Context: an optimization exercise on an open-source flow, tuned for small area. The choices shown serve that exercise and are no tape-out recipe.
Only simulation tests tie the RTL to the original design; equivalence was not proved.
The clock cells of this run come from the design's own scripts or RTL, not from TritonCTS.
The clock port is modelled as an ideal driver, which makes a skipped or thinned clock tree look cheaper than it is; a real chip needs a root buffer or a tree.
No activity file was given, so power comes from the tool's default toggle rates.

$ cat flow/flow/run.sh
#!/bin/bash
# Own layout flow: the standard flow (standard.sh) with two changes:
#  - synthesis maps the combinational logic with a stronger ABC script,
#    run for several seeds in parallel, keeping the smallest result
#    (area.abc); registers are mapped before ABC, as in the standard synthesis;
#  - the clock is distributed by cts_own.tcl (a few buffers driven by
#    the clock port) instead of ORFS's CTS.
# Each step's output goes to a log file of its own in the work folder.
set -euo pipefail
W=$(pwd)
export OWN_ABC_SCRIPT=$W/flow/area.abc
export OWN_ABC_SEEDS=${OWN_ABC_SEEDS:-1 3 5 7 9 11 13 15 17 19 21 23 25 27 29 31 33 35 37 39 41 43 45 47 49 51 53 55 57 59 61 63}
export OWN_ABC_SECONDS=${OWN_ABC_SECONDS:-300}
export OWN_ABC_MAPS=${OWN_ABC_MAPS:-dch -f; amap | dch; amap | dch; amap -m | amap}
export OWN_CLOCK_PORT=_clk
export OWN_CLOCK_BUF=${OWN_CLOCK_BUF:-sky130_fd_sc_hd__buf_12}
export OWN_CLOCK_GROUPS=${OWN_CLOCK_GROUPS:-3}
# the platform's don't-use cells, plus the largest buffers, which repair_design
# otherwise picks for the high-fanout reset and select nets
DU=$(bash standard.sh print-DONT_USE_CELLS 2>/dev/null | sed -n 's/^DONT_USE_CELLS: //p')
DU="$DU ${OWN_EXTRA_DONT_USE-sky130_fd_sc_hd__buf_4 sky130_fd_sc_hd__buf_6 sky130_fd_sc_hd__buf_8 sky130_fd_sc_hd__buf_12 sky130_fd_sc_hd__buf_16 sky130_fd_sc_hd__bufbuf_8 sky130_fd_sc_hd__bufbuf_16}"
S=(SYNTH_SCRIPT=$W/flow/own_synth.tcl ADDER_MAP_FILE= "BUFFER_PORTS_ARGS=-buffer_cell sky130_fd_sc_hd__buf_1" "DONT_USE_CELLS=$DU" "MIN_BUF_CELL_AND_PORTS=sky130_fd_sc_hd__buf_1 A X")
bash standard.sh "${S[@]}" place > $W/flow_place.log 2>&1
bash standard.sh "${S[@]}" RUN_SCRIPT=$W/flow/cts_own.tcl RUN_LOG_NAME_STEM=4_1_cts run > $W/flow_cts.log 2>&1
bash standard.sh "${S[@]}" finish > $W/flow_finish.log 2>&1
$ cat flow/config.mk
export PLATFORM = sky130hd
export DESIGN_NAME = main
export DESIGN_NICKNAME = main
export VERILOG_FILES = /design/flow/design.v
export SDC_FILE = /design/flow/constraint.sdc
export NUM_CORES = 8
export LEC_CHECK = 0
export CAP_MARGIN = 5
export CORE_MARGIN = 2
export CORE_UTILIZATION = 70
export GPL_TIMING_DRIVEN = 0
export PLACE_DENSITY = 0.8
export SLEW_MARGIN = 5
$ cat flow/flow/cts_own.tcl
# Clock distribution for a small design: the registers are split into
# OWN_CLOCK_GROUPS groups by place (k-means), and one clock buffer per group,
# driven by the clock port, drives the group's clock pins (ORFS's CTS builds a
# nine-buffer tree plus dummy loads for 79 registers). Writes the same
# results as ORFS's cts step.
source $::env(SCRIPTS_DIR)/load.tcl
erase_non_stage_variables cts
load_design 3_place.odb 3_place.sdc
set_dont_use $::env(DONT_USE_CELLS)

set block [ord::get_db_block]
set db [ord::get_db]
set port_net [[$block findBTerm $::env(OWN_CLOCK_PORT)] getNet]
set master [$db findMaster $::env(OWN_CLOCK_BUF)]
set k $::env(OWN_CLOCK_GROUPS)
$port_net setSigType CLOCK

# the clock pins and their locations
set pins {}
foreach it [$port_net getITerms] {
  set bb [[$it getInst] getBBox]
  lappend pins [list $it [expr { ([$bb xMin] + [$bb xMax]) / 2.0 }] \
    [expr { ([$bb yMin] + [$bb yMax]) / 2.0 }]]
}
set n [llength $pins]
# k-means on the pin locations, seeded along the sorted x order
set sorted [lsort -real -index 1 $pins]
set cx {}
set cy {}
for { set g 0 } { $g < $k } { incr g } {
  set p [lindex $sorted [expr { int(($g + 0.5) * $n / $k) }]]
  lappend cx [lindex $p 1]
  lappend cy [lindex $p 2]
}
for { set iter 0 } { $iter < 50 } { incr iter } {
  set assign {}
  foreach p $pins {
    set best 0
    set bd 1e30
    for { set g 0 } { $g < $k } { incr g } {
      set dx [expr { [lindex $p 1] - [lindex $cx $g] }]
      set dy [expr { [lindex $p 2] - [lindex $cy $g] }]
      set d [expr { abs($dx) + abs($dy) }]
      if { $d < $bd } { set bd $d; set best $g }
    }
    lappend assign $best
  }
  for { set g 0 } { $g < $k } { incr g } {
    set sx 0.0; set sy 0.0; set m 0
    foreach p $pins a $assign {
      if { $a == $g } {
        set sx [expr { $sx + [lindex $p 1] }]
        set sy [expr { $sy + [lindex $p 2] }]
        incr m
      }
    }
    if { $m > 0 } {
      lset cx $g [expr { $sx / $m }]
      lset cy $g [expr { $sy / $m }]
    }
  }
}
# then size-balanced: no group takes more than ceil(n / k) pins (the largest
# group sets the worst clock slew); greedy by distance, centres updated
set cap [expr { ($n + $k - 1) / $k }]
for { set iter 0 } { $iter < 20 } { incr iter } {
  set pairs {}
  set i 0
  foreach p $pins {
    for { set g 0 } { $g < $k } { incr g } {
      set d [expr { abs([lindex $p 1] - [lindex $cx $g]) + abs([lindex $p 2] - [lindex $cy $g]) }]
      lappend pairs [list $d $i $g]
    }
    incr i
  }
  set pairs [lsort -real -index 0 $pairs]
  set assign [lrepeat $n -1]
  set count [lrepeat $k 0]
  foreach pr $pairs {
    lassign $pr d i g
    if { [lindex $assign $i] < 0 && [lindex $count $g] < $cap } {
      lset assign $i $g
      lset count $g [expr { [lindex $count $g] + 1 }]
    }
  }
  for { set g 0 } { $g < $k } { incr g } {
    set sx 0.0; set sy 0.0; set m 0
    foreach p $pins a $assign {
      if { $a == $g } {
        set sx [expr { $sx + [lindex $p 1] }]
        set sy [expr { $sy + [lindex $p 2] }]
        incr m
      }
    }
    if { $m > 0 } {
      lset cx $g [expr { $sx / $m }]
      lset cy $g [expr { $sy / $m }]
    }
  }
}
for { set g 0 } { $g < $k } { incr g } {
  set buf [odb::dbInst_create $block $master clkbuf_own_$g]
  set net [odb::dbNet_create $block clknet_own_$g]
  $net setSigType CLOCK
  set m 0
  foreach p $pins a $assign {
    if { $a == $g } {
      set it [lindex $p 0]
      $it disconnect
      $it connect $net
      incr m
    }
  }
  puts "clock buffer $g drives $m clock pins"
  [$buf findITerm A] connect $port_net
  [$buf findITerm X] connect $net
  $buf setLocation [expr { int([lindex $cx $g]) }] [expr { int([lindex $cy $g]) }]
  $buf setPlacementStatus PLACED
}

set_placement_padding -global \
  -left $::env(CELL_PAD_IN_SITES_DETAIL_PLACEMENT) \
  -right $::env(CELL_PAD_IN_SITES_DETAIL_PLACEMENT)
detailed_placement
check_placement -verbose

set_propagated_clock [all_clocks]
estimate_parasitics -placement
report_clock_skew
report_check_types -max_slew -max_capacitance -violators
repair_timing_helper
detailed_placement
check_placement -verbose
report_metrics 4 "cts final"
orfs_write_db $::env(RESULTS_DIR)/4_1_cts.odb
orfs_write_sdc $::env(RESULTS_DIR)/4_cts.sdc
$ cat flow/design.v
module random_byte(
	input  logic       clk,
	input  logic       rst,
	input  logic       fwd,
	input  logic       bwd,
	output logic [4:0] row,
	output logic [1:0] spr
);
	localparam logic [27:0] W0 = 28'h5fb4dcb;
	logic [27:0] x;
	wire [27:0] w = x ^ W0;
	wire t0 = w[4] ^ w[20];
	wire t1 = w[24] ^ w[27];
	wire t2 = w[21] ^ t0;
	wire t3 = w[13] ^ w[19];
	wire t4 = w[11] ^ w[15];
	wire t5 = w[25] ^ t4;
	wire t6 = w[16] ^ t2;
	wire t7 = w[5] ^ w[14];
	wire t8 = w[8] ^ w[12];
	wire t9 = w[0] ^ t5;
	wire t10 = w[23] ^ t3;
	wire t11 = w[1] ^ t8;
	wire t12 = t1 ^ t7;
	wire t13 = w[9] ^ t10;
	wire t14 = w[10] ^ t0;
	wire t15 = w[17] ^ t11;
	wire t16 = w[3] ^ w[7];
	wire t17 = w[6] ^ w[26];
	wire t18 = w[18] ^ t13;
	wire t19 = t6 ^ t9;
	wire t20 = w[22] ^ t1;
	wire t21 = w[5] ^ t17;
	assign row[0] = w[10] ^ t2 ^ t20 ^ t21;
	assign row[1] = w[2] ^ w[17] ^ t3 ^ t19 ^ t20;
	assign row[2] = w[2] ^ w[4] ^ w[7] ^ t12 ^ t18;
	assign row[3] = w[0];
	assign row[4] = w[1] ^ w[4] ^ w[9] ^ w[10] ^ w[21] ^ t5 ^ t7;
	assign spr[0] = w[6] ^ w[14] ^ w[27] ^ t14 ^ t15 ^ t18;
	assign spr[1] = t6 ^ t8 ^ t10 ^ t16;
	wire fb_f = t15 ^ t19 ^ t21;
	wire fb_b = w[16] ^ w[19] ^ t9 ^ t12 ^ t14 ^ t16;
	always_ff @(posedge clk, posedge rst)
		if (rst)	x <= '0;
		else if (fwd)	x <= {fb_f, w[27:1]} ^ W0;
		else if (bwd)	x <= {w[26:0], fb_b} ^ W0;
endmodule
module digits(input [3:0] digit, input [3:0] line, input [3:0] x, output logic pixel);
	wire x3 = x[3];
	wire x0 = x[0];
	wire y3 = line[3];
	wire d2 = digit[2];
	wire d1 = digit[1];
	wire d0 = digit[0];
	wire y2 = line[2];
	wire x1 = x[1];
	wire x2 = x[2];
	wire y1 = line[1];
	wire d3 = digit[3];
	wire y0 = line[0];
  wire new_n14, new_n15, new_n16, new_n17, new_n18, new_n19, new_n20,
    new_n21, new_n22, new_n23, new_n24, new_n25, new_n26, new_n27, new_n28,
    new_n29, new_n30, new_n31, new_n32, new_n33, new_n34, new_n35, new_n36,
    new_n37, new_n38, new_n39, new_n40, new_n41, new_n42, new_n43, new_n44,
    new_n45, new_n46, new_n47, new_n48, new_n49, new_n50, new_n51, new_n52,
    new_n53, new_n54, new_n55, new_n56, new_n57, new_n58, new_n59, new_n60,
    new_n61, new_n62, new_n63, new_n64, new_n65, new_n66, new_n67;
  assign new_n14 = y3 & y2;
  assign new_n15 = ~d2 & d1;
  assign new_n16 = ~x2 & ~new_n15;
  assign new_n17 = ~x3 & ~new_n16;
  assign new_n18 = y2 & ~new_n17;
  assign new_n19 = ~y3 & ~y1;
  assign new_n20 = ~new_n18 & new_n19;
  assign new_n21 = d1 & d0;
  assign new_n22 = ~d1 & ~d0;
  assign new_n23 = ~new_n21 & ~new_n22;
  assign new_n24 = d2 & ~new_n23;
  assign new_n25 = d1 & ~y1;
  assign new_n26 = ~y2 & new_n25;
  assign new_n27 = x1 & ~new_n26;
  assign new_n28 = y3 & new_n24;
  assign new_n29 = ~d2 & ~d3;
  assign new_n30 = ~new_n21 & ~new_n29;
  assign new_n31 = ~new_n15 & ~new_n30;
  assign new_n32 = ~new_n23 & ~new_n28;
  assign new_n33 = new_n31 & ~new_n32;
  assign new_n34 = ~x1 & new_n26;
  assign new_n35 = new_n33 & ~new_n34;
  assign new_n36 = ~new_n27 & new_n35;
  assign new_n37 = ~d0 & new_n15;
  assign new_n38 = ~y2 & new_n37;
  assign new_n39 = d2 & y2;
  assign new_n40 = new_n23 & new_n39;
  assign new_n41 = y2 & new_n31;
  assign new_n42 = ~y2 & new_n24;
  assign new_n43 = ~d0 & new_n42;
  assign new_n44 = ~y3 & ~new_n43;
  assign new_n45 = ~new_n41 & new_n44;
  assign new_n46 = ~new_n38 & ~new_n40;
  assign new_n47 = x2 & new_n46;
  assign new_n48 = y1 & new_n45;
  assign new_n49 = ~new_n47 & ~new_n48;
  assign new_n50 = ~new_n33 & ~new_n49;
  assign new_n51 = new_n14 & ~new_n24;
  assign new_n52 = ~x2 & new_n36;
  assign new_n53 = ~new_n51 & ~new_n52;
  assign new_n54 = ~new_n50 & new_n53;
  assign new_n55 = x1 & x2;
  assign new_n56 = x3 & ~new_n55;
  assign new_n57 = ~new_n54 & new_n56;
  assign new_n58 = ~d0 & ~x2;
  assign new_n59 = ~new_n14 & ~new_n58;
  assign new_n60 = ~new_n45 & new_n59;
  assign new_n61 = ~x1 & ~x2;
  assign new_n62 = ~new_n60 & ~new_n61;
  assign new_n63 = ~new_n28 & new_n62;
  assign new_n64 = ~x3 & new_n63;
  assign new_n65 = ~new_n57 & ~new_n64;
  assign new_n66 = y1 & new_n14;
  assign new_n67 = ~new_n65 & ~new_n66;
  assign pixel = ~new_n20 & new_n67;
endmodule
module rom_ship(input [3:0] y, input [3:0] x, output logic pixel);
	wire y3 = y[3];
	wire y2 = y[2];
	wire y1 = y[1];
	wire y0 = y[0];
	wire x3 = x[3];
	wire x2 = x[2];
	wire x1 = x[1];
	wire x0 = x[0];
  wire new_n10, new_n11, new_n12, new_n13, new_n14, new_n15, new_n16,
    new_n17, new_n18, new_n19, new_n20, new_n21, new_n22, new_n23, new_n24,
    new_n25, new_n26, new_n27, new_n28, new_n29, new_n30, new_n31, new_n32,
    new_n33, new_n34, new_n35, new_n36;
  assign new_n10 = ~x3 & ~x2;
  assign new_n11 = y3 & ~y2;
  assign new_n12 = ~y3 & y2;
  assign new_n13 = ~new_n11 & ~new_n12;
  assign new_n14 = ~x3 & ~x0;
  assign new_n15 = ~new_n13 & ~new_n14;
  assign new_n16 = ~y1 & ~y3;
  assign new_n17 = y1 & y3;
  assign new_n18 = ~new_n16 & ~new_n17;
  assign new_n19 = new_n13 & ~new_n18;
  assign new_n20 = ~y3 & y0;
  assign new_n21 = y3 & ~y0;
  assign new_n22 = ~new_n20 & ~new_n21;
  assign new_n23 = ~x1 & new_n22;
  assign new_n24 = ~y2 & ~y0;
  assign new_n25 = y2 & y0;
  assign new_n26 = ~new_n24 & ~new_n25;
  assign new_n27 = ~x2 & ~new_n26;
  assign new_n28 = x3 & ~new_n27;
  assign new_n29 = new_n10 & ~new_n23;
  assign new_n30 = ~new_n15 & new_n23;
  assign new_n31 = ~new_n29 & ~new_n30;
  assign new_n32 = new_n18 & ~new_n28;
  assign new_n33 = new_n31 & ~new_n32;
  assign new_n34 = new_n10 & ~new_n15;
  assign new_n35 = ~x1 & new_n34;
  assign new_n36 = ~new_n33 & ~new_n35;
  assign pixel = ~new_n19 & new_n36;
endmodule
module rom_tail(input [3:0] y, input [1:0] frame, input [3:0] x, output logic pixel);
	wire y3 = y[3];
	wire f1 = frame[1];
	wire y1 = y[1];
	wire x0 = x[0];
	wire x3 = x[3];
	wire x2 = x[2];
	wire f0 = frame[0];
	wire y0 = y[0];
	wire y2 = y[2];
	wire x1 = x[1];
  wire new_n12, new_n13, new_n14, new_n15, new_n16, new_n17, new_n18,
    new_n19, new_n20, new_n21, new_n22, new_n23, new_n24, new_n25, new_n26,
    new_n27, new_n28, new_n29, new_n30, new_n31, new_n32, new_n33, new_n34,
    new_n35, new_n36, new_n37, new_n38, new_n39, new_n40, new_n41, new_n42,
    new_n43, new_n44, new_n45, new_n46, new_n47, new_n48, new_n49, new_n50,
    new_n51, new_n52, new_n53, new_n54, new_n55, new_n56, new_n57, new_n58,
    new_n59, new_n60, new_n61, new_n62, new_n63;
  assign new_n12 = ~y3 & y2;
  assign new_n13 = y3 & ~y2;
  assign new_n14 = ~new_n12 & ~new_n13;
  assign new_n15 = f0 & x1;
  assign new_n16 = ~x0 & ~f0;
  assign new_n17 = ~new_n15 & ~new_n16;
  assign new_n18 = ~x0 & x1;
  assign new_n19 = ~new_n17 & ~new_n18;
  assign new_n20 = ~f1 & ~new_n19;
  assign new_n21 = ~y1 & ~y2;
  assign new_n22 = y1 & y2;
  assign new_n23 = ~new_n21 & ~new_n22;
  assign new_n24 = y0 & ~y2;
  assign new_n25 = ~y0 & y2;
  assign new_n26 = ~new_n24 & ~new_n25;
  assign new_n27 = x1 & new_n26;
  assign new_n28 = ~x0 & ~new_n27;
  assign new_n29 = ~new_n23 & ~new_n28;
  assign new_n30 = ~new_n20 & new_n29;
  assign new_n31 = ~x3 & ~new_n30;
  assign new_n32 = ~f0 & ~x1;
  assign new_n33 = new_n26 & ~new_n32;
  assign new_n34 = f1 & ~new_n15;
  assign new_n35 = ~f1 & f0;
  assign new_n36 = ~new_n34 & ~new_n35;
  assign new_n37 = new_n17 & new_n33;
  assign new_n38 = ~new_n36 & ~new_n37;
  assign new_n39 = f1 & new_n19;
  assign new_n40 = ~new_n20 & ~new_n39;
  assign new_n41 = new_n23 & ~new_n40;
  assign new_n42 = x3 & ~new_n41;
  assign new_n43 = ~new_n23 & ~new_n38;
  assign new_n44 = new_n26 & ~new_n42;
  assign new_n45 = ~new_n43 & ~new_n44;
  assign new_n46 = x2 & new_n45;
  assign new_n47 = new_n23 & new_n26;
  assign new_n48 = f1 & ~new_n47;
  assign new_n49 = ~f1 & new_n23;
  assign new_n50 = ~new_n16 & ~new_n49;
  assign new_n51 = x1 & new_n50;
  assign new_n52 = x0 & f0;
  assign new_n53 = new_n34 & ~new_n52;
  assign new_n54 = ~new_n26 & ~new_n53;
  assign new_n55 = new_n33 & new_n40;
  assign new_n56 = ~new_n54 & ~new_n55;
  assign new_n57 = ~new_n23 & new_n56;
  assign new_n58 = ~new_n48 & new_n51;
  assign new_n59 = ~new_n57 & ~new_n58;
  assign new_n60 = x3 & ~new_n59;
  assign new_n61 = ~x2 & ~new_n60;
  assign new_n62 = ~new_n14 & ~new_n31;
  assign new_n63 = ~new_n46 & new_n62;
  assign pixel = ~new_n61 & new_n63;
endmodule
module rom_meteor(input [3:0] y, input [1:0] sprite, input [3:0] x, output logic pixel);
	wire s1 = sprite[1];
	wire s0 = sprite[0];
	wire y3 = y[3];
	wire y2 = y[2];
	wire y1 = y[1];
	wire y0 = y[0];
	wire x3 = x[3];
	wire x2 = x[2];
	wire x1 = x[1];
	wire x0 = x[0];
  wire new_n12, new_n13, new_n14, new_n15, new_n16, new_n17, new_n18,
    new_n19, new_n20, new_n21, new_n22, new_n23, new_n24, new_n25, new_n26,
    new_n27, new_n28, new_n29, new_n30, new_n31, new_n32, new_n33, new_n34,
    new_n35, new_n36, new_n37, new_n38, new_n39, new_n40, new_n41, new_n42,
    new_n43, new_n44, new_n45, new_n46, new_n47, new_n48, new_n49, new_n50,
    new_n51, new_n52, new_n53, new_n54, new_n55, new_n56, new_n57, new_n58,
    new_n59, new_n60, new_n61, new_n62, new_n63, new_n64, new_n65, new_n66,
    new_n67, new_n68, new_n69, new_n70, new_n71, new_n72, new_n73, new_n74,
    new_n75, new_n76, new_n77, new_n78, new_n79, new_n80, new_n81, new_n82,
    new_n83, new_n84, new_n85, new_n86, new_n87, new_n88, new_n89, new_n90,
    new_n91, new_n92, new_n93, new_n94, new_n95, new_n96, new_n97, new_n98,
    new_n99, new_n100, new_n101, new_n102, new_n103, new_n104, new_n105,
    new_n106, new_n107, new_n108, new_n109, new_n110, new_n111, new_n112,
    new_n113, new_n114, new_n115, new_n116, new_n117, new_n118, new_n119,
    new_n120, new_n121, new_n122, new_n123, new_n124, new_n125, new_n126,
    new_n127, new_n128, new_n129, new_n130, new_n131, new_n132, new_n133,
    new_n134, new_n135, new_n136, new_n137, new_n138, new_n139, new_n140,
    new_n141, new_n142, new_n143, new_n144, new_n145, new_n146, new_n147,
    new_n148, new_n149, new_n150, new_n151, new_n152, new_n153, new_n154,
    new_n155, new_n156, new_n157, new_n158, new_n159, new_n160, new_n161,
    new_n162;
  assign new_n12 = y2 & ~y1;
  assign new_n13 = ~y2 & y1;
  assign new_n14 = ~new_n12 & ~new_n13;
  assign new_n15 = ~y3 & ~new_n14;
  assign new_n16 = ~x0 & new_n14;
  assign new_n17 = ~x1 & ~new_n14;
  assign new_n18 = y0 & ~new_n16;
  assign new_n19 = ~new_n17 & ~new_n18;
  assign new_n20 = y3 & new_n19;
  assign new_n21 = y0 & new_n15;
  assign new_n22 = ~new_n20 & ~new_n21;
  assign new_n23 = ~s0 & ~new_n22;
  assign new_n24 = ~x1 & ~x0;
  assign new_n25 = ~y1 & ~y0;
  assign new_n26 = x0 & new_n25;
  assign new_n27 = y2 & ~new_n26;
  assign new_n28 = ~x2 & ~new_n24;
  assign new_n29 = y3 & y2;
  assign new_n30 = y0 & new_n29;
  assign new_n31 = ~y3 & ~y2;
  assign new_n32 = ~y0 & new_n31;
  assign new_n33 = ~new_n30 & ~new_n32;
  assign new_n34 = ~y3 & ~x3;
  assign new_n35 = ~x0 & new_n12;
  assign new_n36 = ~x2 & new_n35;
  assign new_n37 = ~new_n34 & ~new_n36;
  assign new_n38 = ~y1 & new_n31;
  assign new_n39 = y1 & ~x3;
  assign new_n40 = ~x3 & ~x1;
  assign new_n41 = ~x0 & new_n39;
  assign new_n42 = ~new_n40 & ~new_n41;
  assign new_n43 = x1 & new_n38;
  assign new_n44 = new_n42 & ~new_n43;
  assign new_n45 = new_n33 & ~new_n37;
  assign new_n46 = ~s0 & new_n45;
  assign new_n47 = new_n44 & ~new_n46;
  assign new_n48 = y3 & new_n28;
  assign new_n49 = ~s1 & new_n48;
  assign new_n50 = ~new_n47 & ~new_n49;
  assign new_n51 = x2 & ~new_n23;
  assign new_n52 = ~new_n24 & new_n27;
  assign new_n53 = ~new_n51 & ~new_n52;
  assign new_n54 = new_n50 & new_n53;
  assign new_n55 = x1 & x0;
  assign new_n56 = ~x2 & ~new_n32;
  assign new_n57 = new_n55 & ~new_n56;
  assign new_n58 = y0 & new_n57;
  assign new_n59 = y1 & new_n58;
  assign new_n60 = ~new_n25 & ~new_n59;
  assign new_n61 = x2 & ~x1;
  assign new_n62 = s1 & ~new_n28;
  assign new_n63 = ~y0 & ~new_n61;
  assign new_n64 = ~new_n62 & new_n63;
  assign new_n65 = ~s1 & new_n25;
  assign new_n66 = s1 & ~x1;
  assign new_n67 = ~y0 & x0;
  assign new_n68 = ~x1 & x0;
  assign new_n69 = new_n65 & ~new_n68;
  assign new_n70 = ~x2 & ~new_n69;
  assign new_n71 = new_n66 & ~new_n67;
  assign new_n72 = ~new_n70 & ~new_n71;
  assign new_n73 = x3 & ~new_n65;
  assign new_n74 = ~new_n72 & ~new_n73;
  assign new_n75 = y1 & ~new_n64;
  assign new_n76 = ~new_n74 & ~new_n75;
  assign new_n77 = new_n31 & ~new_n60;
  assign new_n78 = new_n29 & ~new_n76;
  assign new_n79 = ~new_n77 & ~new_n78;
  assign new_n80 = ~y0 & ~new_n12;
  assign new_n81 = y0 & ~new_n13;
  assign new_n82 = ~new_n80 & ~new_n81;
  assign new_n83 = ~new_n24 & ~new_n55;
  assign new_n84 = y3 & ~new_n82;
  assign new_n85 = ~new_n15 & ~new_n84;
  assign new_n86 = ~new_n61 & new_n85;
  assign new_n87 = new_n83 & new_n86;
  assign new_n88 = y1 & x0;
  assign new_n89 = new_n27 & ~new_n88;
  assign new_n90 = ~new_n24 & new_n89;
  assign new_n91 = x2 & new_n90;
  assign new_n92 = ~new_n87 & ~new_n91;
  assign new_n93 = ~s0 & ~new_n92;
  assign new_n94 = ~y3 & x2;
  assign new_n95 = ~new_n27 & new_n94;
  assign new_n96 = ~new_n57 & ~new_n95;
  assign new_n97 = ~new_n93 & new_n96;
  assign new_n98 = x3 & ~new_n97;
  assign new_n99 = s1 & new_n82;
  assign new_n100 = ~y3 & ~new_n12;
  assign new_n101 = ~new_n39 & new_n100;
  assign new_n102 = ~new_n99 & ~new_n101;
  assign new_n103 = ~new_n30 & new_n102;
  assign new_n104 = new_n24 & ~new_n103;
  assign new_n105 = ~s1 & ~new_n29;
  assign new_n106 = ~new_n33 & new_n66;
  assign new_n107 = x3 & ~new_n105;
  assign new_n108 = ~new_n106 & ~new_n107;
  assign new_n109 = ~y0 & ~new_n39;
  assign new_n110 = ~s1 & ~new_n109;
  assign new_n111 = x3 & x1;
  assign new_n112 = new_n65 & new_n111;
  assign new_n113 = ~new_n66 & ~new_n112;
  assign new_n114 = ~s1 & ~new_n55;
  assign new_n115 = ~new_n24 & ~new_n114;
  assign new_n116 = new_n16 & ~new_n113;
  assign new_n117 = ~new_n33 & new_n115;
  assign new_n118 = ~new_n116 & ~new_n117;
  assign new_n119 = x1 & ~new_n29;
  assign new_n120 = ~new_n110 & new_n119;
  assign new_n121 = new_n118 & new_n120;
  assign new_n122 = y1 & y0;
  assign new_n123 = ~y3 & ~x0;
  assign new_n124 = ~new_n122 & ~new_n123;
  assign new_n125 = ~y3 & y1;
  assign new_n126 = ~new_n124 & ~new_n125;
  assign new_n127 = new_n83 & new_n126;
  assign new_n128 = ~new_n121 & ~new_n127;
  assign new_n129 = new_n103 & ~new_n128;
  assign new_n130 = new_n108 & ~new_n129;
  assign new_n131 = ~new_n104 & new_n130;
  assign new_n132 = x2 & ~new_n131;
  assign new_n133 = ~x3 & ~new_n105;
  assign new_n134 = x1 & new_n99;
  assign new_n135 = new_n118 & ~new_n134;
  assign new_n136 = ~new_n133 & new_n135;
  assign new_n137 = y0 & new_n111;
  assign new_n138 = ~x2 & new_n40;
  assign new_n139 = ~y2 & ~new_n138;
  assign new_n140 = ~new_n137 & new_n139;
  assign new_n141 = new_n34 & new_n68;
  assign new_n142 = ~s1 & new_n141;
  assign new_n143 = ~y1 & ~new_n142;
  assign new_n144 = ~x2 & ~x0;
  assign new_n145 = ~new_n55 & ~new_n144;
  assign new_n146 = ~x3 & ~new_n145;
  assign new_n147 = ~new_n67 & ~new_n146;
  assign new_n148 = new_n67 & ~new_n111;
  assign new_n149 = ~new_n147 & ~new_n148;
  assign new_n150 = new_n125 & ~new_n149;
  assign new_n151 = new_n33 & new_n55;
  assign new_n152 = ~new_n38 & ~new_n151;
  assign new_n153 = ~new_n143 & ~new_n150;
  assign new_n154 = ~new_n140 & new_n153;
  assign new_n155 = s1 & ~new_n152;
  assign new_n156 = ~new_n154 & ~new_n155;
  assign new_n157 = ~x2 & ~new_n136;
  assign new_n158 = new_n156 & ~new_n157;
  assign new_n159 = ~new_n132 & new_n158;
  assign new_n160 = s0 & ~new_n159;
  assign new_n161 = ~new_n54 & new_n79;
  assign new_n162 = ~new_n98 & new_n161;
  assign pixel = ~new_n160 & new_n162;
endmodule
module main(
	input logic		_clk, _rst,
	input logic		up, down,
	output logic		hsync, vsync,
	output logic		active,
	output logic		r, g, b
);
	logic clk;
	logic rst;
	assign clk = _clk;
	assign rst = ~_rst;
	localparam MAX_H = 799;
	localparam MAX_V = 524;
	logic [9:0] hp, vp;
	always_ff @(posedge clk, posedge rst)
		if (rst)		hp <= '0;
		else if (hp == MAX_H)	hp <= '0;
		else			hp <= hp + 1'b1;
	always_ff @(posedge clk, posedge rst)
		if (rst)		vp <= '0;
		else if (hp == MAX_H) begin
			if (vp == MAX_V)	vp <= '0;
			else 			vp <= vp + 1'b1;
		end
	wire hblank = hp[9] && (hp[8] || hp[7]);	 
	wire tick = (hp == MAX_H) && (vp == 10'd489);
	assign hsync = (10'd656 <= hp && hp <= 10'd751);
	assign vsync = (10'd490 <= vp && vp <= 10'd491);
	assign active = !hblank && (vp < 10'd480);
	wire [5:0] col = hp[9:4];
	wire [4:0] trow = vp[8:4];
	wire [3:0] py = vp[3:0];
	wire [3:0] px = hp[3:0];
	logic [4:0] ship_y;
	always_ff @(posedge clk, posedge rst)
		if (rst) 				ship_y <= '0;
		else if (!tick)				ship_y <= ship_y;
		else if (~up && (ship_y != '0))		ship_y <= ship_y - 5'd1;
		else if (~down && (ship_y != 5'd29))	ship_y <= ship_y + 5'd1;
	logic [5:0] eq;
	wire [5:0] e = eq ^ 6'd40;
	always_ff @(posedge clk, posedge rst)
		if (rst)		eq <= '0;
		else if (tick)		eq <= ((e == 6'd61) ? 6'd0 : e - 6'd1) ^ 6'd40;
	wire [1:0] tail_frame = {e[1] ^ e[0], e[0]};
	wire fwd = (px == 4'd15) && !hblank;
	wire bwd = hblank && (hp[1:0] == 2'b00) && !(hp == 10'd796 && vp == 10'd489);
	logic [4:0] obj_row;
	logic [1:0] obj_spr;
	random_byte random_byte(.clk(clk), .rst(rst), .fwd(fwd), .bwd(bwd), .row(obj_row), .spr(obj_spr));
	logic ship_in_coin;
	logic [2:0] taken;
	always_ff @(posedge clk, posedge rst)
		if (rst)		taken <= '0;
		else if (tick)		taken <= {ship_in_coin, taken[2:1]};
	wire filled = (col >= e || e[5:2] == 4'b1111) && !(col < 6'd3 && taken[col[1:0]]);
	wire coin_now = filled && (obj_row == ship_y) && (obj_spr == 2'b11);
	wire at_ship = (col == 6'd3);
	always_ff @(posedge clk, posedge rst)
		if (rst)		ship_in_coin <= 1'b0;
		else if (at_ship)	ship_in_coin <= coin_now;
	logic [3:0] score_0, score_1, score_2, score_3;
	always_ff @(posedge clk, posedge rst)
		if (rst)	begin
			score_0 <= '0;
			score_1 <= '0;
			score_2 <= '0;
			score_3 <= '0;
		end else if (at_ship && coin_now && !ship_in_coin) begin
			if (score_0 == 4'd9) begin
				score_0 <= '0;
				if (score_1 == 4'd9) begin
					score_1 <= '0;
					if (score_2 == 4'd9) begin
						score_2 <= '0;
						if (score_3 == 4'd9) begin
							score_3 <= '0;
						end else begin
							score_3 <= score_3 + 4'd1;
						end
					end else begin
						score_2 <= score_2 + 4'd1;
					end
				end else begin
					score_1 <= score_1 + 4'd1;
				end
			end else begin
				score_0 <= score_0 + 4'd1;
			end
		end
	logic ship_bit, tail_bit, meteor_bit, digit_bit;
	logic [3:0] digit_to_show;
	always_comb
		case (hp[5:4])
			2'b00: digit_to_show = score_3;
			2'b01: digit_to_show = score_2;
			2'b10: digit_to_show = score_1;
			2'b11: digit_to_show = score_0;
		endcase
	rom_ship rom_ship(.y(py), .x(px), .pixel(ship_bit));
	rom_tail rom_tail(.y(py), .frame(tail_frame), .x(px), .pixel(tail_bit));
	rom_meteor rom_meteor(.y(py), .sprite(obj_spr), .x(px), .pixel(meteor_bit));
	digits digits(.digit(digit_to_show), .line(py), .x(px), .pixel(digit_bit));
	wire ship_row = (trow == ship_y);
	wire ship_px = ship_row && (col == 6'd3) && ship_bit;
	wire tail_px = ship_row && (col == 6'd2) && tail_bit;
	wire score_px = (trow == 5'd1) && (col[5:2] == 4'd8) && digit_bit;
	wire enemy_px = filled && (obj_row == trow) && meteor_bit;
	wire coin_px = enemy_px && (obj_spr == 2'b11);
	wire blank = !enemy_px && !ship_px && !score_px && !tail_px;
	assign r = active && (blank || ship_px || score_px);
	assign g = active && (blank || coin_px);
	assign b = active && (blank || coin_px);
endmodule
$ cat flow/constraint.sdc
create_clock -name core_clock -period 40.0 [get_ports {_clk}]
set_input_delay 8.0000 -clock core_clock [delete_from_list [all_inputs] [get_ports {_clk}]]
set_output_delay 8.0000 -clock core_clock [all_outputs]
set_load 0.01 [all_outputs]
$ cat flow/flow/own_synth.tcl
# The standard synthesis (synth_recipe.tcl), with one change: ABC maps the
# combinational logic with a stronger, area-oriented script (area.abc) instead
# of ORFS's speed script. The logic ABC gets is written out once; area.abc is
# run on it by one yosys-abc process per seed in OWN_ABC_SEEDS, NUM_CORES at a
# time,
# and the smallest mapped result is read back in its place. Registers are
# mapped before ABC runs, so they come out as in the standard synthesis.
proc synth {args} { yosys synth -nofsm -noshare {*}$args }
proc own_abc_script { path text } {
  set f [open $path w]
  puts $f $text
  close $f
}
proc abc {args} {
  set si [lsearch -exact $args -script]
  set lib [lindex $args [expr { [lsearch -exact $args -liberty] + 1 }]]
  set dont_use {}
  for { set i 0 } { $i < [llength $args] } { incr i } {
    if { [lindex $args $i] eq "-dont_use" } {
      lappend dont_use -X [lindex $args [incr i]]
    }
  }
  set dir $::env(RESULTS_DIR)/own_abc
  file mkdir $dir
  set fh [open $::env(OWN_ABC_SCRIPT)]
  set template [read $fh]
  close $fh
  # 1. write out the logic ABC gets (the mapping made here is discarded)
  yosys design -save own_abc_in
  own_abc_script $dir/dump.script "write_blif $dir/in.blif\nstrash\nmap"
  lset args [expr { $si + 1 }] $dir/dump.script
  yosys abc {*}$args
  yosys design -load own_abc_in
  # 2. one yosys-abc per seed, in parallel
  set abc_exe [file join [file dirname $::env(YOSYS_EXE)] yosys-abc]
  if { ![file executable $abc_exe] } {
    set abc_exe yosys-abc
  }
  set maps {}
  foreach m [split $::env(OWN_ABC_MAPS) "|"] {
    lappend maps [string trim $m]
  }
  set jobs {}
  foreach seed $::env(OWN_ABC_SEEDS) {
    set body [string map [list @S1@ $seed @S2@ [expr { $seed + 1 }] \
      @T@ $::env(OWN_ABC_SECONDS)] $template]
    set text "read_lib -w $dont_use $lib\nread_blif $dir/in.blif\n$body\nwrite_blif $dir/opt_$seed.blif\n"
    set k 0
    foreach m $maps {
      append text "read_blif $dir/opt_$seed.blif\nstrash\n$m\ntopo\nstime -p\nwrite_blif $dir/out_${seed}_$k.blif\n"
      incr k
    }
    own_abc_script $dir/run_$seed.script $text
    append jobs "$abc_exe -f $dir/run_$seed.script > $dir/run_$seed.log 2>&1\n"
  }
  set fh [open $dir/jobs.txt w]
  puts -nonewline $fh $jobs
  close $fh
  exec bash -c "xargs -d '\\n' -P $::env(NUM_CORES) -I CMD bash -c CMD < $dir/jobs.txt"
  set best_area -1
  set best {}
  foreach seed $::env(OWN_ABC_SEEDS) {
    set fh [open $dir/run_$seed.log]
    set log [read $fh]
    close $fh
    set areas [regexp -all -inline {Area =\s*([0-9.]+)} $log]
    for { set k 0 } { $k < [llength $maps] } { incr k } {
      set area [lindex $areas [expr { 2 * $k + 1 }]]
      if { $area eq {} || ![file exists $dir/out_${seed}_$k.blif] } {
        puts "own abc: seed $seed mapping $k gave no result"
        continue
      }
      puts "own abc: seed $seed mapping $k area $area"
      if { $best_area < 0 || $area < $best_area } {
        set best_area $area
        set best out_${seed}_$k
      }
    }
  }
  if { $best eq {} } {
    error "own abc: no seed gave a result"
  }
  puts "own abc: kept $best area $best_area"
  # 3. read the best mapping back as ABC's result (under the model name
  # yosys expects)
  set fh [open $dir/$best.blif]
  set text [read $fh]
  close $fh
  regsub -line {^\.model .*$} $text {.model netlist} text
  set fh [open $dir/$best.blif w]
  puts -nonewline $fh $text
  close $fh
  own_abc_script $dir/load.script "read_blif $dir/$best.blif"
  lset args [expr { $si + 1 }] $dir/load.script
  yosys abc {*}$args
}
source $::env(SCRIPTS_DIR)/synth.tcl
# left out here: clear keep_hierarchy, flatten, clean up, hide names made inside functions, write 1_2_yosys.v
$ cat flow/flow/area.abc
strash
&get -n
&deepsyn -S @S1@ -T @T@
&deepsyn -S @S2@ -T @T@
&put
$ cat flow/standard.sh
#!/bin/bash
# synth_recipe.tcl (not shown) runs the flow's synth.tcl, then flattens the netlist and writes it again
# the make line also repeats each setting of config.mk as NAME=value (left out here)
make -C /OpenROAD-flow-scripts/flow DESIGN_CONFIG=/design/flow/config.mk WORK_HOME=/design/flow/orfs CLKGATE_MAP_FILE= SYNTH_SCRIPT=/design/flow/synth_recipe.tcl "${@:-finish}"
==> flow_summary.toml <==
[clock_tree]
worstSkewPairLatency_ps = 140
post_cts_resized = 0
cts_setup_buffers = 0
clk_pin_slew_worst_paths_ps = 110
cts_hold_buf = 0

[logic_synthesis]
syn-instance-count = 619
synthXorXnorAreaFrac_pct = 0.716
synthAdderAreaFrac_pct = 0
synth_seq_area_share_pct = 40.4
ys_seq_elements = 79
yosys.area_share.simple_pct = 17.0
synth.avg_cell_area_um2 = 7.90
synthArstFlopShare_pct = 100
synthesis.area_mm2 = 0.00489
ys.flop_type = "dfrtp_1"
synth_fp_nets = 623
synthMuxAreaShare_pct = 0
ys_warn_count = 2
synth_top_family_by_area = "compound AO/OA/AOI/OAI gates"
yosysUniqueCellTypes = 46
synth_compound_area_share_pct = 33.4
synth_edf_count = 0

[route]
drt_iter0_drc = 682
via_count = 5255
ant_nets = 0
wl_per_cell_um = 19.8
drtPass1Iterations = 7
drc = 0
finalWirelength_um = 14500
viasPerCell = 7.18

[sta]
layout_setup_ws_ps = 27130
tightest_slew_ps = 940
finalCritPeriodShare_pct = 32.2
max_freq_ghz = 0.0777
clock_skew_ps = 10.3
tns_ps = 0
rsz0062_at_grt = "no"
finalHoldViolCount = 0
post-route-min-period_ps = 12880
setup_violations = 0
drv_slew = 0
relSlewSlack_pct = 37.0

[job]
maxCapViolCount = 0

[worst_setup_path]
critPathMaxStageDelay_ps = 500
path_class = "flop to output pin"
crit_fanout = 5
cp_num_buf_inv = 5
end_kind = "output pin"
cp_slowest_cell = "or4b_1"
cp_top_family = "compound AO/OA/AOI/OAI gates"
cp.required_ps = 32000
cpMostUsedCell = "nor2_1"
critPathLaunchType = "flop"
crit_arrival_ps = 4870
crit_chain = "clkinv_1 > o22ai_1 > nor2_1 > a21oi_1 > nand2_1 > o21ai_0 > nor2_1 > a21oi_1 > clkinv_1 > nor2_1 > clkinv_1 > o21ai_0 > nand2_1 > o221ai_1 > o2111ai_1 > o21a_1 > or4b_1 > nor3_1 > o2111ai_1 > o21a_1 > nor2_1 > buf_1 > buf_1"

[pwr]
power_density_mw_per_mm2 = 22.6
clkPwrFrac_pct = 28.8
switching_share_pct = 20.2
p_int_mw = 0.0926
p_switching_mw = 0.0234
p_seq_share_pct = 69.1
power_mw = 0.116
vdd_ir_drop_max_mv = 0.0209
combPwrFrac_pct = 2.2
p_leak_nw = 2.03

[placed_design]
post-place-ws_ps = 27430
routabilityCongestion = 1.01
dpl.hpwl_um = 10900
portBuffers = 9
post-place-cells = 729

[floorplanning]
dieArea_mm2 = 0.00767
core-area_mm2 = 0.00679
die-width_um = 87.6
num_io_pins = 10
start_util_pct = 72.0
fp.dieH_um = 87.6
rows = 30

[run_status]
status = "no timing/DRC/antenna violations"

[hold_path]
hold_class = "flop to flop"

[layout]
diodes = 0
final_core_util_pct = 75.7
layout-drive-gt1-share_pct = 1.89
fin_cells = 732
area_delta_synth_final_pct = 5.12
nets = 642

[global_routing]
grt_pass1_wl_um = 23500
grtUsageTotal_pct = 38.2
grt_pass1_vias = 4739
grt_max_degree = 31
antenna_found_initial = 0
overflow = 0
## power by group through the flow
stage	sequential, mW	combinational (mW)	clock (mW)
after floorplan	0.0816	0.000576	0
after global placement	0.0817	0.00234	0
after detailed placement	0.0817	0.00257	0
after CTS	0.0801	0.00256	0.0324
after global routing	0.0801	0.00295	0.0351
final	0.0801	0.00250	0.0333
## through the flow
stage                     cell area [µm²]  hold WS (ps)
final                                5140           525
after global routing                 5140           548
after detailed placement             5080           501
after global placement               5040           466
after floorplan                      4890           449
## sequential cells by signal, indices dropped and copies added (netlist names)
signal and count:
score_1 4, eq 6, score_0 4, ship_y 5, score_2 4, ship_in_coin 1, score_3 4, taken 3
random_byte.x 28, hp 10, vp 10
## cell usage after synthesis, types with 2 or more instances
| cell type | instances | share of area (%) |
|---|---|---|
| a211oi_1 | 5 | 0.77 |
| a22oi_1 | 11 | 1.7 |
| dfrtp_1 | 79 | 40 |
| a21oi_1 | 41 | 4.2 |
| nand2_1 | 43 | 3.3 |
| nand4_1 | 3 | 0.38 |
| o211a_1 | 3 | 0.61 |
| o2111ai_1 | 4 | 0.72 |
| xor2_1 | 4 | 0.72 |
| nand3_1 | 10 | 1.0 |
| clkinv_1 | 110 | 8.4 |
| a311oi_1 | 2 | 0.36 |
| o22a_1 | 4 | 0.72 |
| o211ai_1 | 4 | 0.61 |
| o22ai_1 | 40 | 5.1 |
| nor2b_1 | 2 | 0.26 |
| nor3_1 | 19 | 1.9 |
| or4_1 | 2 | 0.31 |
| a31oi_1 | 3 | 0.38 |
| and2_0 | 3 | 0.38 |
| o21a_1 | 9 | 1.4 |
| o21ai_0 | 42 | 4.3 |
| nor3b_1 | 2 | 0.31 |
| or3_1 | 2 | 0.26 |
| nor4_1 | 5 | 0.64 |
| o221ai_1 | 11 | 2.0 |
| nor2_1 | 96 | 7.4 |
| a222oi_1 | 29 | 5.9 |
| o2111a_1 | 2 | 0.46 |
| a221oi_1 | 9 | 1.6 |
| o32ai_1 | 4 | 0.72 |
| o31ai_1 | 2 | 0.31 |
## cell usage in the layout, fill, tap and decap left out, drive strengths merged, types with 9 or more instances in the layout
master | Yosys | final
nand3 | 10 | 10
a222oi | 29 | 29
nand2 | 43 | 43
o21ai | 42 | 42
clkinv | 110 | 110
buf | 1 | 18
a21oi | 41 | 41
o22ai | 40 | 40
dfrtp | 79 | 79
a221oi | 9 | 9
nor3 | 19 | 19
nor2 | 96 | 96
o221ai | 11 | 11
a22oi | 11 | 11
o21a | 9 | 9
## layout make-up
class	count	area [µm²]
inverter	110	413
buffer	4	63.8
tap	96	120
sequential	79	1980
fill	493	1650
timing repair buffer	14	60.1
multi-input combinational	429	2510
## worst paths after layout
kind	start	endpoint	slack [ps]	depth (start not counted)
setup / recovery	random_byte.x[13]	g	27130	23
hold / removal	taken[0]	taken[0]	520	2
setup reg to reg	random_byte.x[13]	score_3[1]	34030	32
hold reg to reg	taken[0]	taken[0]	520	2
max in group asynchronous	_rst	score_2[2]	30530	3
min in group asynchronous	_rst	hp[3]	7870	1
## per-layer routing
layer / track usage, % / part of all wire (%) / wire [µm]
met1: 54.6 / 38 / 5580
met3: 3.96 / 11 / 1650
met5: 0 / 0 / 0
met4: 11.3 / 3.3 / 473
met2: 62.3 / 47 / 6790
## worst min-delay path, cell delays in order (launching register included)
cell and delay [ps]:
dfrtp_1 370, nand2_1 50, o21ai_0 70
## logic make-up (layout without fill, tap and decap cells)
kind of cell	Yosys count	in the layout
buffers and inverters	111	128
flip-flops	79	79
AO/OA/AOI/OAI	233	233
XOR/XNOR	4	4
AND/OR/NAND/NOR	192	192

## re-timing with driven ports
In the flow no input, the clock included, has a driving cell. The finished layout below was timed again as built, in two steps. Step 1 sets driving cells, clkbuf_16 on the clock port and buf_2 on the other inputs (assumed; they add their load-dependent delay and slew). Step 2 also shifts input and output timing later by t, the mid clock arrival at the registers, as if the neighbouring blocks saw the same clock. Three values: ideal, step 1, step 2; two values: the first two.
t, ns: 0.211
setup slack, ns: 27.125 / 27.053 / 27.264
worst setup path at the end: register to output
pins driven straight from the clock port: 3
After both steps this run still meets setup and hold. For this run, drivers alone change the setup slack by -0.072 ns; drivers and shift together by +0.139 ns.
